This is an optimization exercise on Yosys and OpenROAD, whose aim is small area and a short achievable clock period, not a production implementation.
At most, simulation tests tie the RTL to the original design; equivalence was not proved.
Power and IR drop assume default switching activity.

## free_list
module free_list #(
    parameter LEN = 32 + 16,
    parameter LBITS = $clog2(LEN)
) (
    input wire i_clk,
    input wire i_rst_n,
    input wire [LBITS - 1:0] i_ret_p0,
    input wire [LBITS - 1:0] i_ret_p1,
    input wire [LBITS - 1:0] i_ret_p2,
    input wire [LBITS - 1:0] i_ret_p3,
    input wire [2:0] i_ret_count,
    input wire [2:0] i_req_count,
    output reg [LBITS - 1:0] o_req0,
    output reg [LBITS - 1:0] o_req1,
    output reg [LBITS - 1:0] o_req2,
    output reg [LBITS - 1:0] o_req3,
    output reg [2:0] o_req_count,
    output reg [LBITS - 1:0] o_avail_count
);
    localparam NN = 12;    
    reg [47:0] free;
    function automatic [1:0] sadd(input [1:0] x, input [1:0] y);
        sadd = {x[1] | y[1] | (x[0] & y[0]), x[0] | y[0]};
    endfunction
    wire [1:0] ncnt [0:NN - 1];
    wire [1:0] lo0 [0:NN - 1];
    wire [1:0] lo1 [0:NN - 1];
    wire [1:0] hi0 [0:NN - 1];
    wire [1:0] hi1 [0:NN - 1];
    genvar j;
    generate
        for (j = 0; j < NN; j = j + 1) begin : g_nib
            wire a = free[4 * j], b = free[4 * j + 1], c = free[4 * j + 2], d = free[4 * j + 3];
            assign ncnt[j] = {(a & b) | (a & c) | (a & d) | (b & c) | (b & d) | (c & d), a | b | c | d};
            assign lo0[j] = a ? 2'd0 : b ? 2'd1 : c ? 2'd2 : 2'd3;
            assign lo1[j] = (a & b) ? 2'd1 : ((a | b) & c) ? 2'd2 : 2'd3;
            assign hi0[j] = d ? 2'd3 : c ? 2'd2 : b ? 2'd1 : 2'd0;
            assign hi1[j] = (d & c) ? 2'd2 : ((d | c) & b) ? 2'd1 : 2'd0;
        end
    endgenerate
    wire [1:0] sl [0:4][0:NN - 1];    
    wire [1:0] sh [0:4][0:NN - 1];    
    genvar lv;
    generate
        for (j = 0; j < NN; j = j + 1) begin : g_p0
            assign sl[0][j] = ncnt[j];
            assign sh[0][j] = ncnt[j];
        end
        for (lv = 0; lv < 4; lv = lv + 1) begin : g_lv
            for (j = 0; j < NN; j = j + 1) begin : g_j
                if (j >= (1 << lv)) begin : g_l
                    assign sl[lv + 1][j] = sadd(sl[lv][j - (1 << lv)], sl[lv][j]);
                end else begin : g_lc
                    assign sl[lv + 1][j] = sl[lv][j];
                end
  ...
Settings: LEC_CHECK=0, ABC_AREA=1, CAP_MARGIN=20, CORE_MARGIN=2, CORE_UTILIZATION=40, SETUP_SLACK_MARGIN=4.5, SLEW_MARGIN=20; clock period 7.0 ns.
run.sh (not shown) runs the stock make flow with config.mk's settings and CLKGATE_MAP_FILE= SYNTH_SCRIPT=/design/flow/synth_recipe.tcl, a recipe that flattens the netlist after the stock synthesis.
Then changed:
--- a/flow/design.v
+++ b/flow/design.v
@@ -64,41 +64,49 @@
     endgenerate
     wire [4:0] q = {i_req_count[2], i_req_count[2] | (i_req_count[1] & i_req_count[0]),
                     i_req_count[2] | i_req_count[1], i_req_count != 3'd0, 1'b1};
     wire nl1 = q[1], nl2 = q[3], nh1 = q[2], nh2 = q[4];
     wire [LBITS - 1:0] tl0 [0:NN - 1];
     wire [LBITS - 1:0] tl1 [0:NN - 1];
     wire [LBITS - 1:0] th0 [0:NN - 1];
     wire [LBITS - 1:0] th1 [0:NN - 1];
-    wire [47:0] taken;
+    wire [47:0] keep;
     generate
         for (j = 0; j < NN; j = j + 1) begin : g_sel
             wire [1:0] pl = (j == 0) ? 2'b00 : sl[4][j - 1];
             wire [1:0] ph = (j == NN - 1) ? 2'b00 : sh[4][j + 1];
             wire l0 = ~pl[0], l1 = pl[0] & ~pl[1];    
             wire h0 = ~ph[0], h1 = ph[0] & ~ph[1];
             wire [3:0] nib = j;
             wire sl0 = l0 & ncnt[j][0];
             wire sl1 = (l0 & ncnt[j][1]) | (l1 & ncnt[j][0]);
             wire sh0 = h0 & ncnt[j][0];
             wire sh1 = (h0 & ncnt[j][1]) | (h1 & ncnt[j][0]);
             assign tl0[j] = {LBITS{sl0}} & {nib, lo0[j]};
             assign tl1[j] = {LBITS{sl1}} & {nib, l0 ? lo1[j] : lo0[j]};
             assign th0[j] = {LBITS{sh0}} & {nib, hi0[j]};
             assign th1[j] = {LBITS{sh1}} & {nib, h0 ? hi1[j] : hi0[j]};
-            wire wl1 = (l0 & nl1) | (l1 & nl2), wl2 = l0 & nl2;
-            wire wh1 = (h0 & nh1) | (h1 & nh2), wh2 = h0 & nh2;
             wire a = free[4 * j], b = free[4 * j + 1], c = free[4 * j + 2], d = free[4 * j + 3];
-            wire [1:0] bl1 = {1'b0, a}, bl2 = {a & b, a | b}, bl3 = {(a & b) | (a & c) | (b & c), a | b | c};
-            wire [1:0] bh2 = {1'b0, d}, bh1 = {d & c, d | c}, bh0 = {(d & c) | (d & b) | (c & b), d | c | b};
-            assign taken[4 * j]     = a & (wl1 | (bh0[0] ? (~bh0[1] & wh2) : wh1));
-            assign taken[4 * j + 1] = b & ((bl1[0] ? wl2 : wl1) | (bh1[0] ? (~bh1[1] & wh2) : wh1));
-            assign taken[4 * j + 2] = c & ((bl2[0] ? (~bl2[1] & wl2) : wl1) | (bh2[0] ? wh2 : wh1));
-            assign taken[4 * j + 3] = d & ((bl3[0] ? (~bl3[1] & wl2) : wl1) | wh1);
+            wire [1:0] rl [0:3];
+            wire [1:0] rh [0:3];
+            assign rl[0] = pl;
+            assign rl[1] = sadd(pl, {1'b0, a});
+            assign rl[2] = sadd(pl, {a & b, a | b});
+            assign rl[3] = sadd(pl, {(a & b) | (a & c) | (b & c), a | b | c});
+            assign rh[3] = ph;
+            assign rh[2] = sadd(ph, {1'b0, d});
+            assign rh[1] = sadd(ph, {d & c, d | c});
+            assign rh[0] = sadd(ph, {(d & c) | (d & b) | (c & b), d | c | b});
+            genvar l;
+            for (l = 0; l < 4; l = l + 1) begin : g_b
+                assign keep[4 * j + l] = free[4 * j + l] &
+                                         (~nl1 | rl[l][1] | (rl[l][0] & ~nl2)) &
+                                         (~nh1 | rh[l][1] | (rh[l][0] & ~nh2));
+            end
         end
     endgenerate
     reg [LBITS - 1:0] cl0, cl1, ch0, ch1;
     integer jj;
     always @(*) begin
         cl0 = 0; cl1 = 0; ch0 = 0; ch1 = 0;
         for (jj = 0; jj < NN; jj = jj + 1) begin
             cl0 = cl0 | tl0[jj];
@@ -151,17 +159,17 @@
             avail_n = avail_n | ({LBITS{dsel[m]}} & (o_avail_count + m - 4));
     end
     always @(posedge i_clk, negedge i_rst_n) begin
         if (!i_rst_n) begin
             free <= {48{1'b1}};
             o_avail_count <= LEN;
             o_req_count <= 3'd0;
         end else begin
-            free <= (free & ~taken) | ret;
+            free <= keep | ret;
             o_avail_count <= avail_n;
             o_req_count <= i_req_count;
         end
     end
     always @(posedge i_clk) begin
         o_req0 <= cl0;
         o_req1 <= ch0;
         o_req2 <= cl1;
Sequential share of layout area increases by 0.84 points.
Power drops by 1.8%.
Clock-buffer cell count does not change.
Flip-flop and latch count stays the same.
Via count drops by 2.9%.
Synthesized area is lower by 0.62%.
Combinational power is lower by about 4%.
Hold slack degrades by 56 ps.
Design area went down by 5.5%.
Setup slack gets worse by 9.1 ps.
Global-route usage goes up by 2.6 points.
Die area fell by 0.61%.
Synthesized cell count fell by 3.6%.
For the second run of this note, only the layout was checked, not whether the RTL still works.

-- re-timing with driven ports --
How much do the figures lean on ideal ports? The routed layouts below were timed once more, with nothing changed but the port constraints. Step 1, drivers: a clkbuf_16 drives i_clk and a buf_2 each remaining input, both assumed. Step 2 moves the port delays by t, midway between the first and last clock arrival at a register: inputs arrive t later, outputs are due t later. That takes back most of the time a late clock gives input paths. a / b / c = ideal ports / drivers / drivers and shift; a / b = the first two.
run | t, ns | slack for setup (ns) | worst register clock-pin slew, ns
the first run | 0.409 | 4.391 / 4.392 / 3.983 | 0.07 / 0.07
the second run | 0.410 | 4.382 / 4.348 / 3.938 | 0.07 / 0.07
After both steps setup and hold are still met in every run listed. The setup slack of the second run, which loses most, moves by -0.034 ns with the drivers and by -0.444 ns with both steps.
